Source: an optimization exercise on an open RTL-to-GDS flow (aim: small area and a short achievable clock period). Production flows keep margins and buffers that such runs may drop.

==> run A <==
==> flow/design.v <==
module cordic(clk, angle, sine, cosine);
  input clk;
  input signed [31:0] angle;
  output signed [15:0] sine;
  output signed [15:0] cosine;
  reg [31:0] a0;
  always @(posedge clk) a0 <= angle;
  wire [29:0] z1 = {~a0[29], a0[28:0]};
  wire d1_0 = z1[29];
  reg [29:0] z2;   
  always @(posedge clk) z2 <= z1[29] ? z1[29:0] + 30'h12E4051D : z1[29:0] + 30'h2D1BFAE3;
  reg [28:0] z3;   
  always @(posedge clk) z3 <= z2[29] ? z2[28:0] + 29'h9FB385B : z2[28:0] + 29'h1604C7A5;
  reg [27:0] z4;   
  always @(posedge clk) z4 <= z3[28] ? z3[27:0] + 28'h51111D4 : z3[27:0] + 28'hAEEEE2C;
  reg [26:0] z5;   
  always @(posedge clk) z5 <= z4[27] ? z4[26:0] + 27'h28B0D43 : z4[26:0] + 27'h574F2BD;
  reg [25:0] z6;   
  always @(posedge clk) z6 <= z5[26] ? z5[25:0] + 26'h145D7E1 : z5[25:0] + 26'h2BA281F;
  reg [24:0] z7;   
  always @(posedge clk) z7 <= z6[25] ? z6[24:0] + 25'hA2F61E : z6[24:0] + 25'h15D09E2;
  reg [23:0] z8;   
  always @(posedge clk) z8 <= z7[24] ? z7[23:0] + 24'h517C55 : z7[23:0] + 24'hAE83AB;
  reg [22:0] z9;   
  always @(posedge clk) z9 <= z8[23] ? z8[22:0] + 23'h28BE53 : z8[22:0] + 23'h5741AD;
  reg [21:0] z10;   
  always @(posedge clk) z10 <= z9[22] ? z9[21:0] + 22'h145F2E : z9[21:0] + 22'h2BA0D2;
  wire [20:0] z11 = z10[21] ? z10[20:0] + 21'hA2F98 : z10[20:0] + 21'h15D068;
  reg d1_1; always @(posedge clk) d1_1 <= z1[29];
  reg d1_2; always @(posedge clk) d1_2 <= d1_1;
  reg d1_3; always @(posedge clk) d1_3 <= d1_2;
  wire dd1 = d1_3;
  reg d2_2; always @(posedge clk) d2_2 <= z2[29];
  reg d2_3; always @(posedge clk) d2_3 <= d2_2;
  wire dd2 = d2_3;
  reg d3_3; always @(posedge clk) d3_3 <= z3[28];
  wire dd3 = d3_3;
  reg d4_4; always @(posedge clk) d4_4 <= z4[27];
  wire dd4 = d4_4;
  reg d5_5; always @(posedge clk) d5_5 <= z5[26];
  wire dd5 = d5_5;
  reg d6_6; always @(posedge clk) d6_6 <= z6[25];
  wire dd6 = d6_6;
  reg d7_7; always @(posedge clk) d7_7 <= z7[24];
  wire dd7 = d7_7;
  reg d8_8; always @(posedge clk) d8_8 <= z8[23];
  wire dd8 = d8_8;
  reg d9_9; always @(posedge clk) d9_9 <= z9[22];
  wire dd9 = d9_9;
  reg d10_10; always @(posedge clk) d10_10 <= z10[21];
  wire dd10 = d10_10;
  reg d11_10; always @(posedge clk) d11_10 <= z11[20];
  reg d11_11; always @(posedge clk) d11_11 <= d11_10;
  wire dd11 = d11_11;
  reg s31_1, s30_1; always @(posedge clk) begin s31_1 <= a0[31]; s30_1 <= a0[30]; end
  reg s31_2, s30_2; always @(posedge clk) begin s31_2 <= s31_1; s30_2 <= s30_1; end
  reg s31_3, s30_3; always @(posedge clk) begin s31_3 <= s31_2; s30_3 <= s30_2; end
  wire s31 = s31_3, s30 = s30_3;
  wire [4:0] tsel = {s31, s30, dd1, dd2, dd3};
  reg [15:0] tx, ty;
  always @(*) begin
    case (tsel)
      5'd0: begin tx = 16'hF9EE; ty = 16'h7F81; end
      5'd1: begin tx = 16'h1980; ty = 16'h7D15; end
      5'd2: begin tx = 16'h36A6; ty = 16'h735D; end
      5'd3: begin tx = 16'h515C; ty = 16'h625D; end
      5'd4: begin tx = 16'h625D; ty = 16'h515C; end
      5'd5: begin tx = 16'h735D; ty = 16'h36A6; end
      5'd6: begin tx = 16'h7D15; ty = 16'h1980; end
      5'd7: begin tx = 16'h7F81; ty = 16'hF9EE; end
      5'd8: begin tx = 16'h807F; ty = 16'hF9ED; end
      5'd9: begin tx = 16'h82EB; ty = 16'h1981; end
      5'd10: begin tx = 16'h8CA3; ty = 16'h36A5; end
      5'd11: begin tx = 16'h9DA3; ty = 16'h515D; end
      5'd12: begin tx = 16'hAEA4; ty = 16'h625C; end
      5'd13: begin tx = 16'hC95A; ty = 16'h735E; end
      5'd14: begin tx = 16'hE680; ty = 16'h7D14; end
      5'd15: begin tx = 16'h0612; ty = 16'h7F82; end
      5'd16: begin tx = 16'h0613; ty = 16'h807E; end
      5'd17: begin tx = 16'hE67F; ty = 16'h82EC; end
      5'd18: begin tx = 16'hC95B; ty = 16'h8CA2; end
      5'd19: begin tx = 16'hAEA3; ty = 16'h9DA4; end
      5'd20: begin tx = 16'h9DA4; ty = 16'hAEA3; end
      5'd21: begin tx = 16'h8CA2; ty = 16'hC95B; end
      5'd22: begin tx = 16'h82EC; ty = 16'hE67F; end
      5'd23: begin tx = 16'h807E; ty = 16'h0613; end
      5'd24: begin tx = 16'h7F82; ty = 16'h0612; end
      5'd25: begin tx = 16'h7D14; ty = 16'hE680; end
      5'd26: begin tx = 16'h735E; ty = 16'hC95A; end
      5'd27: begin tx = 16'h625C; ty = 16'hAEA4; end
      5'd28: begin tx = 16'h515D; ty = 16'h9DA3; end
      5'd29: begin tx = 16'h36A5; ty = 16'h8CA3; end
      5'd30: begin tx = 16'h1981; ty = 16'h82EB; end
      5'd31: begin tx = 16'hF9ED; ty = 16'h807F; end
      default: begin tx = 16'h0000; ty = 16'h0000; end
    endcase
  end
  reg signed [15:0] x4, y4;
  always @(posedge clk) begin x4 <= tx; y4 <= ty; end
  wire signed [15:0] xs4 = x4 >>> 4, ys4 = y4 >>> 4;
  wire [16:0] xa4 = {x4, 1'b1} + {ys4 ^ {16{~dd4}}, ~dd4};
  wire [16:0] ya4 = {y4, 1'b1} + {xs4 ^ {16{dd4}}, dd4};
  reg signed [15:0] x5, y5;
  always @(posedge clk) begin x5 <= xa4[16:1]; y5 <= ya4[16:1]; end
  wire signed [15:0] xs5 = x5 >>> 5, ys5 = y5 >>> 5;
  wire [16:0] xa5 = {x5, 1'b1} + {ys5 ^ {16{~dd5}}, ~dd5};
  wire [16:0] ya5 = {y5, 1'b1} + {xs5 ^ {16{dd5}}, dd5};
  reg signed [15:0] x6, y6;
  always @(posedge clk) begin x6 <= xa5[16:1]; y6 <= ya5[16:1]; end
  wire signed [15:0] xs6 = x6 >>> 6, ys6 = y6 >>> 6;
  wire [16:0] xa6 = {x6, 1'b1} + {ys6 ^ {16{~dd6}}, ~dd6};
  wire [16:0] ya6 = {y6, 1'b1} + {xs6 ^ {16{dd6}}, dd6};
  reg signed [15:0] x7, y7;
  always @(posedge clk) begin x7 <= xa6[16:1]; y7 <= ya6[16:1]; end
  wire signed [15:0] xs7 = x7 >>> 7, ys7 = y7 >>> 7;
  wire [16:0] xa7 = {x7, 1'b1} + {ys7 ^ {16{~dd7}}, ~dd7};
  wire [16:0] ya7 = {y7, 1'b1} + {xs7 ^ {16{dd7}}, dd7};
  reg signed [15:0] x8, y8;
  always @(posedge clk) begin x8 <= xa7[16:1]; y8 <= ya7[16:1]; end
  wire signed [15:0] xs8 = x8 >>> 8, ys8 = y8 >>> 8;
  wire [16:0] xa8 = {x8, 1'b1} + {ys8 ^ {16{~dd8}}, ~dd8};
  wire [16:0] ya8 = {y8, 1'b1} + {xs8 ^ {16{dd8}}, dd8};
  reg signed [15:0] x9, y9;
  always @(posedge clk) begin x9 <= xa8[16:1]; y9 <= ya8[16:1]; end
  wire signed [15:0] xs9 = x9 >>> 9, ys9 = y9 >>> 9;
  wire [16:0] xa9 = {x9, 1'b1} + {ys9 ^ {16{~dd9}}, ~dd9};
  wire [16:0] ya9 = {y9, 1'b1} + {xs9 ^ {16{dd9}}, dd9};
  reg signed [15:0] x10, y10;
  always @(posedge clk) begin x10 <= xa9[16:1]; y10 <= ya9[16:1]; end
  wire signed [15:0] xs10 = x10 >>> 10, ys10 = y10 >>> 10;
  wire [16:0] xa10 = {x10, 1'b1} + {ys10 ^ {16{~dd10}}, ~dd10};
  wire [16:0] ya10 = {y10, 1'b1} + {xs10 ^ {16{dd10}}, dd10};
  reg signed [15:0] x11, y11;
  always @(posedge clk) begin x11 <= xa10[16:1]; y11 <= ya10[16:1]; end
  wire signed [15:0] xs11 = x11 >>> 11, ys11 = y11 >>> 11;
  wire [16:0] xa11 = {x11, 1'b1} + {ys11 ^ {16{~dd11}}, ~dd11};
  wire [16:0] ya11 = {y11, 1'b1} + {xs11 ^ {16{dd11}}, dd11};
  reg signed [15:0] x12, y12;
  always @(posedge clk) begin x12 <= xa11[16:1]; y12 <= ya11[16:1]; end
  assign sine = y12;
  assign cosine = x12;
endmodule
==> flow/run.sh <==
#!/bin/bash
# synth_recipe.tcl (not shown) runs the flow's synth.tcl, then flattens the netlist and writes it again
# the make line also repeats each setting of config.mk as NAME=value (left out here)
make -C /OpenROAD-flow-scripts/flow DESIGN_CONFIG=/design/flow/config.mk WORK_HOME=/design/flow/orfs CLKGATE_MAP_FILE= SYNTH_SCRIPT=/design/flow/synth_recipe.tcl finish
==> flow/config.mk <==
export PLATFORM = sky130hd
export DESIGN_NAME = cordic
export DESIGN_NICKNAME = cordic
export VERILOG_FILES = /design/flow/design.v
export SDC_FILE = /design/flow/constraint.sdc
export NUM_CORES = 4
export LEC_CHECK = 0
export CAP_MARGIN = 20
export CORE_MARGIN = 2
export CORE_UTILIZATION = 40
export SETUP_SLACK_MARGIN = 1.6
export SLEW_MARGIN = 20
==> flow/constraint.sdc <==
create_clock -name core_clock -period 3.5 [get_ports {clk}]
set_input_delay 0.7000 -clock core_clock [delete_from_list [all_inputs] [get_ports {clk}]]
set_output_delay 0.7000 -clock core_clock [all_outputs]
set_load 0.01 [all_outputs]
==> run G: changes against run A <==
Settings changed: SETUP_SLACK_MARGIN 1.6 to 1.2.
==> run Y: changes against run A <==
Settings changed: SETUP_SLACK_MARGIN 1.6 to unset.
==> impl_metrics.csv <==
group,metric,value,unit
layout,nFillCells,8430,
worst_setup_path,cp_max_fo,12,
layout,finalNetCount,4479,
detailed_routing,vias,26100,
timing,period_share,90.89,%
layout,area_growth_syn_to_layout,12.95,%
clocking,post_cts_buffers,0,
worst_setup_path,cp_slowest_cell,"dfxtp_1",
run_status,outcome,"finished clean",
the above is filed under run Y

==> impl_metrics.csv <==
group,metric,value,unit
layout,finalInstanceArea,49400,µm²
synth,avgSynthCellArea,9.074,µm²
detailed_routing,vias,29380,
layout,seq_cells,569,
synth,synth.cells.most_frequent,"569 x dfxtp_1, 476 x ha_1, 389 x xnor2_1, 292 x a21oi_1, 283 x nor2_1",
worst_setup_path,cp_slowest_cell,"or4_4",
layout,nFillCells,7094,
layout,finalNetCount,4978,
clocking,post_cts_buffers,347,
run_status,outcome,"finished clean",
clocking,clock-root-buffer,"clkbuf_16",
timing,period_share,80.40,%
place,dp_cells,5035,
the above is filed under run G

==> impl_metrics.csv <==
group,metric,value,unit
worst_setup_path,timing.rr.start,"a0[29]$_DFF_P_",
timing,clock_skew,0.02541,ns
worst_setup_path,worst-path-stages,11,
detailed_routing,vias,29790,
layout,area_growth_syn_to_layout,49.51,%
detailed_routing,met2_length,48600,µm
layout,finalNetCount,5085,
worst_setup_path,cp_slowest_cell,"ha_2",
clocking,clkSinkCount,569,
floorplanning,rows,108,
run_status,outcome,"finished clean",
timing,period_share,80.51,%
clocking,post_cts_buffers,439,
synth,netlist.area_leader.share,32.72,%
hold_path,hold_path_class,"reg2reg",
global_routing,grt_pass1_vias,29410,
worst_setup_path,cp_max_fo,6,
layout,nFillCells,6854,
the above is filed under run A

No functional check of the RTL was part of any run of this note.

==> afterwards: timing with drivers on the ports <==
How much do the figures lean on ideal ports? The routed layouts below were timed once more, with nothing changed but the port constraints.
Step 1 assumes that a clkbuf_16 drives the clock port and a buf_2 every other input.
Step 2, shift: input delay + t, output delay - t, t = (earliest + latest rising clock arrival at the registers) / 2. This alone moves slack from input paths to output paths.
a / b / c = ideal / step 1 / step 2; a / b = the first two.
run | t (ns) | slack for setup (ns) | hold WS [ns] | clock arrival spread, ns | worst register clock-pin slew, ns
run A | 0.669 | 0.682 / 0.682 / 0.682 | 0.307 / 0.307 / 0.307 | 0.034 / 0.035 | 0.06 / 0.06
run G | 0.669 | 0.686 / 0.686 / 0.686 | 0.324 / 0.324 / 0.324 | 0.033 / 0.033 | 0.06 / 0.06
run Y | 0.658 | 0.319 / 0.319 / 0.319 | 0.321 / 0.321 / 0.321 | 0.026 / 0.026 | 0.06 / 0.06
After both steps every run listed still meets setup and hold.
